This design comes from an exercise in tuning for small area on the open sky130 flow, not from production work.
The RTL was checked by simulation tests, not by an equivalence proof against the original design.
No driver is modelled on the clock port, so clock power and skew are understated where the tree is cut down; a real chip needs a root buffer or a tree.
Power is estimated from default activity; no workload was simulated.

// MISR_golden_sign
module MISR_golden_sign(
    input clk,
    input reset,
    output reg [73:0] MISR
    );
For scale: roughly 420 cells after synthesis, roughly 86 flip-flops.
clock: 5.5 ns
lec_check: 0
cap_margin: 20
core_margin: 2
core_utilization: 70
gpl_timing_driven: 0
slew_margin: 20
synth_hierarchical: 1
standard.sh (not shown) runs the stock make flow with config.mk's settings and CLKGATE_MAP_FILE= SYNTH_SCRIPT=/design/flow/synth_recipe.tcl, a recipe that flattens the netlist after the stock synthesis.
==> flow/flow/run.sh <==
#!/bin/bash
# The standard ORFS layout (standard.sh) with these changes:
#  - port buffers are buf_1 cells (BUFFER_PORTS_ARGS); every port is still buffered;
#  - the clock tree is one level of MANUAL_CTS_N buffers (MANUAL_CTS_BUF), each driving a
#    balanced group of flip-flops (flow/cts_manual.tcl, sourced as PRE_CTS_TCL).
# ORFS's own logs stay under orfs/logs/; make's output goes to standard.log.
set -uo pipefail
bash standard.sh \
  "BUFFER_PORTS_ARGS=-buffer_cell sky130_fd_sc_hd__buf_1" \
  "REMOVE_ABC_BUFFERS=1" \
  "PRE_CTS_TCL=$PWD/flow/cts_manual.tcl" \
  "MANUAL_CTS_BUF=sky130_fd_sc_hd__buf_12" \
  "MANUAL_CTS_N=3" \
  finish > standard.log 2>&1
==> flow/flow/cts_manual.tcl <==
# Sourced by ORFS's cts.tcl before its clock tree synthesis (PRE_CTS_TCL).
# Replaces clock_tree_synthesis with a one-level clock tree: the flip-flops
# are split into MANUAL_CTS_N balanced groups by position (cut recursively
# across the longer side), and one clock buffer at each group's centroid drives that
# group's clock pins. The clock port drives only these buffers.
rename clock_tree_synthesis orfs_clock_tree_synthesis

# Split pins ({x y iterm} each) into n groups of near-equal size: cut across
# the longer side of the group's bounding box, in proportion, and recurse.
proc cts_split {pins n} {
  if {$n <= 1} { return [list $pins] }
  set xs {}
  set ys {}
  foreach p $pins {
    lappend xs [lindex $p 0]
    lappend ys [lindex $p 1]
  }
  set xs [lsort -real $xs]
  set ys [lsort -real $ys]
  set axis [expr {([lindex $xs end] - [lindex $xs 0]) >= ([lindex $ys end] - [lindex $ys 0]) ? 0 : 1}]
  set sorted [lsort -real -index $axis $pins]
  set n1 [expr {$n / 2}]
  set cut [expr {([llength $sorted] * $n1 + $n / 2) / $n}]
  set a [lrange $sorted 0 [expr {$cut - 1}]]
  set b [lrange $sorted $cut end]
  return [concat [cts_split $a $n1] [cts_split $b [expr {$n - $n1}]]]
}

proc clock_tree_synthesis {args} {
  set block [ord::get_db_block]
  set dbu [$block getDbUnitsPerMicron]
  set net [$block findNet clk]
  # each pin: {x y iterm}
  set pins {}
  foreach it [$net getITerms] {
    set box [[$it getInst] getBBox]
    lappend pins [list [expr {([$box xMin] + [$box xMax]) / 2.0 / $dbu}] \
                      [expr {([$box yMin] + [$box yMax]) / 2.0 / $dbu}] $it]
  }
  set groups [cts_split $pins $::env(MANUAL_CTS_N)]
  set k 0
  foreach g $groups {
    set sx 0.0
    set sy 0.0
    set loads {}
    foreach p $g {
      set sx [expr {$sx + [lindex $p 0]}]
      set sy [expr {$sy + [lindex $p 1]}]
      set it [lindex $p 2]
      lappend loads [get_pins "[[$it getInst] getName]/[[$it getMTerm] getName]"]
    }
    set n [llength $g]
    set cx [expr {$sx / $n}]
    set cy [expr {$sy / $n}]
    puts "manual CTS: group $k, $n clock pins, buffer at ($cx, $cy)"
    insert_buffer -net clk -load_pins $loads -buffer_cell $::env(MANUAL_CTS_BUF) \
      -location [list $cx $cy] -buffer_name clkbuf_m$k -net_name clknet_m$k
    incr k
  }
  foreach it [[$block findNet clk] getITerms] {
    set buf [$it getInst]
    set out [[$buf findITerm X] getNet]
    $out setSigType CLOCK
    puts "manual CTS: [$buf getName] drives [$out getName] ([llength [$out getITerms]] pins)"
  }
  set_propagated_clock [all_clocks]
}
The first run completed with no timing, DRC or antenna violations.
Rerun with:
==> flow/flow/run.sh (replaced) <==
#!/bin/bash
# The standard ORFS layout (standard.sh) with these changes:
#  - port buffers are buf_1 cells (BUFFER_PORTS_ARGS); every port is still buffered;
#  - the clock tree is one level of MANUAL_CTS_N clock buffers, each driving a
#    balanced group of flip-flops (flow/cts_manual.tcl, sourced as PRE_CTS_TCL).
# ORFS's own logs stay under orfs/logs/; make's output goes to standard.log.
set -uo pipefail
bash standard.sh \
  "BUFFER_PORTS_ARGS=-buffer_cell sky130_fd_sc_hd__buf_1" \
  "REMOVE_ABC_BUFFERS=1" \
  "PRE_CTS_TCL=$PWD/flow/cts_manual.tcl" \
  "MANUAL_CTS_BUF=sky130_fd_sc_hd__clkbuf_16" \
  "MANUAL_CTS_N=3" \
  finish > standard.log 2>&1
After rerunning:
- sequential power stays flat
- sequential cell count is unchanged
- clock power increases by about 5%
- final cell count stays the same
- fmax hardly moves
Rerun with:
--- a/flow/flow/run.sh
+++ b/flow/flow/run.sh
@@ -11,4 +11,4 @@
   "PRE_CTS_TCL=$PWD/flow/cts_manual.tcl" \
   "MANUAL_CTS_BUF=sky130_fd_sc_hd__clkbuf_16" \
-  "MANUAL_CTS_N=3" \
+  "MANUAL_CTS_N=4" \
   finish > standard.log 2>&1
--- a/flow/flow/cts_manual.tcl
+++ b/flow/flow/cts_manual.tcl
@@ -1,28 +1,24 @@
 # Sourced by ORFS's cts.tcl before its clock tree synthesis (PRE_CTS_TCL).
 # Replaces clock_tree_synthesis with a one-level clock tree: the flip-flops
-# are split into MANUAL_CTS_N balanced groups by position (cut recursively
-# across the longer side), and one clock buffer at each group's centroid drives that
+# are split into MANUAL_CTS_N balanced groups by position (halves by x, then
+# halves by y), and one clock buffer at each group's centroid drives that
 # group's clock pins. The clock port drives only these buffers.
 rename clock_tree_synthesis orfs_clock_tree_synthesis
 
-# Split pins ({x y iterm} each) into n groups of near-equal size: cut across
-# the longer side of the group's bounding box, in proportion, and recurse.
-proc cts_split {pins n} {
-  if {$n <= 1} { return [list $pins] }
-  set xs {}
-  set ys {}
+proc cts_split {pins axis} {
+  set keyed {}
   foreach p $pins {
-    lappend xs [lindex $p 0]
-    lappend ys [lindex $p 1]
+    lappend keyed [list [lindex $p $axis] $p]
   }
-  set xs [lsort -real $xs]
-  set ys [lsort -real $ys]
-  set axis [expr {([lindex $xs end] - [lindex $xs 0]) >= ([lindex $ys end] - [lindex $ys 0]) ? 0 : 1}]
-  set sorted [lsort -real -index $axis $pins]
-  set n1 [expr {$n / 2}]
-  set cut [expr {([llength $sorted] * $n1 + $n / 2) / $n}]
-  set a [lrange $sorted 0 [expr {$cut - 1}]]
-  set b [lrange $sorted $cut end]
-  return [concat [cts_split $a $n1] [cts_split $b [expr {$n - $n1}]]]
+  set sorted [lsort -real -index 0 $keyed]
+  set half [expr {[llength $sorted] / 2}]
+  set a {}
+  set b {}
+  set i 0
+  foreach kp $sorted {
+    if {$i < $half} { lappend a [lindex $kp 1] } else { lappend b [lindex $kp 1] }
+    incr i
+  }
+  return [list $a $b]
 }
 
@@ -38,5 +34,14 @@
                       [expr {([$box yMin] + [$box yMax]) / 2.0 / $dbu}] $it]
   }
-  set groups [cts_split $pins $::env(MANUAL_CTS_N)]
+  set groups [list $pins]
+  set axis 0
+  while {[llength $groups] < $::env(MANUAL_CTS_N)} {
+    set next {}
+    foreach g $groups {
+      foreach h [cts_split $g $axis] { lappend next $h }
+    }
+    set groups $next
+    set axis [expr {1 - $axis}]
+  }
   set k 0
   foreach g $groups {
The new run completed without violations.
Sequential cell count is unchanged.
Die area is unchanged.
Synthesized area stays the same.
Worst setup slack barely changes.
Final cell count is about the same.
Design area increases slightly.
First-iteration DRC count increases by well over a third.
Register-to-register slack hardly moves.
Total power increases by a few percent.
Rerun with:
--- a/flow/flow/run.sh
+++ b/flow/flow/run.sh
@@ -10,5 +10,5 @@
   "REMOVE_ABC_BUFFERS=1" \
   "PRE_CTS_TCL=$PWD/flow/cts_manual.tcl" \
-  "MANUAL_CTS_BUF=sky130_fd_sc_hd__clkbuf_16" \
-  "MANUAL_CTS_N=4" \
+  "MANUAL_CTS_BUF=sky130_fd_sc_hd__buf_12" \
+  "MANUAL_CTS_N=3" \
   finish > standard.log 2>&1
--- a/flow/flow/cts_manual.tcl
+++ b/flow/flow/cts_manual.tcl
@@ -1,24 +1,28 @@
 # Sourced by ORFS's cts.tcl before its clock tree synthesis (PRE_CTS_TCL).
 # Replaces clock_tree_synthesis with a one-level clock tree: the flip-flops
-# are split into MANUAL_CTS_N balanced groups by position (halves by x, then
-# halves by y), and one clock buffer at each group's centroid drives that
+# are split into MANUAL_CTS_N balanced groups by position (cut recursively
+# across the longer side), and one clock buffer at each group's centroid drives that
 # group's clock pins. The clock port drives only these buffers.
 rename clock_tree_synthesis orfs_clock_tree_synthesis
 
-proc cts_split {pins axis} {
-  set keyed {}
+# Split pins ({x y iterm} each) into n groups of near-equal size: cut across
+# the longer side of the group's bounding box, in proportion, and recurse.
+proc cts_split {pins n} {
+  if {$n <= 1} { return [list $pins] }
+  set xs {}
+  set ys {}
   foreach p $pins {
-    lappend keyed [list [lindex $p $axis] $p]
+    lappend xs [lindex $p 0]
+    lappend ys [lindex $p 1]
   }
-  set sorted [lsort -real -index 0 $keyed]
-  set half [expr {[llength $sorted] / 2}]
-  set a {}
-  set b {}
-  set i 0
-  foreach kp $sorted {
-    if {$i < $half} { lappend a [lindex $kp 1] } else { lappend b [lindex $kp 1] }
-    incr i
-  }
-  return [list $a $b]
+  set xs [lsort -real $xs]
+  set ys [lsort -real $ys]
+  set axis [expr {([lindex $xs end] - [lindex $xs 0]) >= ([lindex $ys end] - [lindex $ys 0]) ? 0 : 1}]
+  set sorted [lsort -real -index $axis $pins]
+  set n1 [expr {$n / 2}]
+  set cut [expr {([llength $sorted] * $n1 + $n / 2) / $n}]
+  set a [lrange $sorted 0 [expr {$cut - 1}]]
+  set b [lrange $sorted $cut end]
+  return [concat [cts_split $a $n1] [cts_split $b [expr {$n - $n1}]]]
 }
 
@@ -34,14 +38,5 @@
                       [expr {([$box yMin] + [$box yMax]) / 2.0 / $dbu}] $it]
   }
-  set groups [list $pins]
-  set axis 0
-  while {[llength $groups] < $::env(MANUAL_CTS_N)} {
-    set next {}
-    foreach g $groups {
-      foreach h [cts_split $g $axis] { lappend next $h }
-    }
-    set groups $next
-    set axis [expr {1 - $axis}]
-  }
+  set groups [cts_split $pins $::env(MANUAL_CTS_N)]
   set k 0
   foreach g $groups {
The new run passed the timing, design-rule and antenna checks.
Critical path depth decreases by 3.
Hold slack is better by 9.1 ps.
Final area fell by 1.2%.
Final cell count stays flat.
Global-route usage shrinks by 0.57 points.
Setup slack is better by 4.4 ps.
Total power drops by 5.3%.
Synthesized area is unchanged.
Die area stays the same.
Routed wire length is lower by 2.2%.
Via count goes down by 0.53%.
Rerun with:
--- a/flow/flow/run.sh
+++ b/flow/flow/run.sh
@@ -11,4 +11,4 @@
   "PRE_CTS_TCL=$PWD/flow/cts_manual.tcl" \
   "MANUAL_CTS_BUF=sky130_fd_sc_hd__buf_12" \
-  "MANUAL_CTS_N=3" \
+  "MANUAL_CTS_N=4" \
   finish > standard.log 2>&1
The changed run ran to the end with no violations. Maximum frequency fell by about 0.56%. Combinational power hardly moves. Critical path depth rose by 3. Global-route usage rose by 0.27 points. Cell area rose by about 0.8%. Synthesized area does not change. Register-to-register slack got worse by 30 ps. Die area does not change. Wire length rose by 1.1%.
In every run of this note, the design's own scripts or RTL, not TritonCTS, make the clock network.

==> separate check: timing with driven ports <==
Ports are ideal in the flow. The routed layouts listed here were re-timed in OpenROAD. Step 1 assumes that a clkbuf_16 drives the clock port and a buf_2 every other input. Step 2 adds t to the input delays and takes it off the output delays; t is the mean of the earliest and latest rising clock arrival at the registers after step 1. Input paths then give back, and output paths get back, about the clock's delay inside the block. Three values: ideal ports, drivers, drivers and shift; two values: the first two.
| run | t, ns | setup slack, ns | worst setup path after step 2 | worst data-port slew with drivers (ns) |
|---|---|---|---|---|
| the first run | 0.204 | 0.179 / 0.179 / 0.179 | register to register | 0.03 |
| the second run | 0.225 | 0.174 / 0.174 / 0.174 | register to register | 0.03 |
| the third run | 0.227 | 0.174 / 0.174 / 0.174 | register to register | 0.03 |
| the fourth run | 0.204 | 0.179 / 0.179 / 0.179 | register to register | 0.03 |
| the fifth run | 0.205 | 0.149 / 0.149 / 0.149 | register to register | 0.03 |
After both steps every run listed still meets setup and hold.
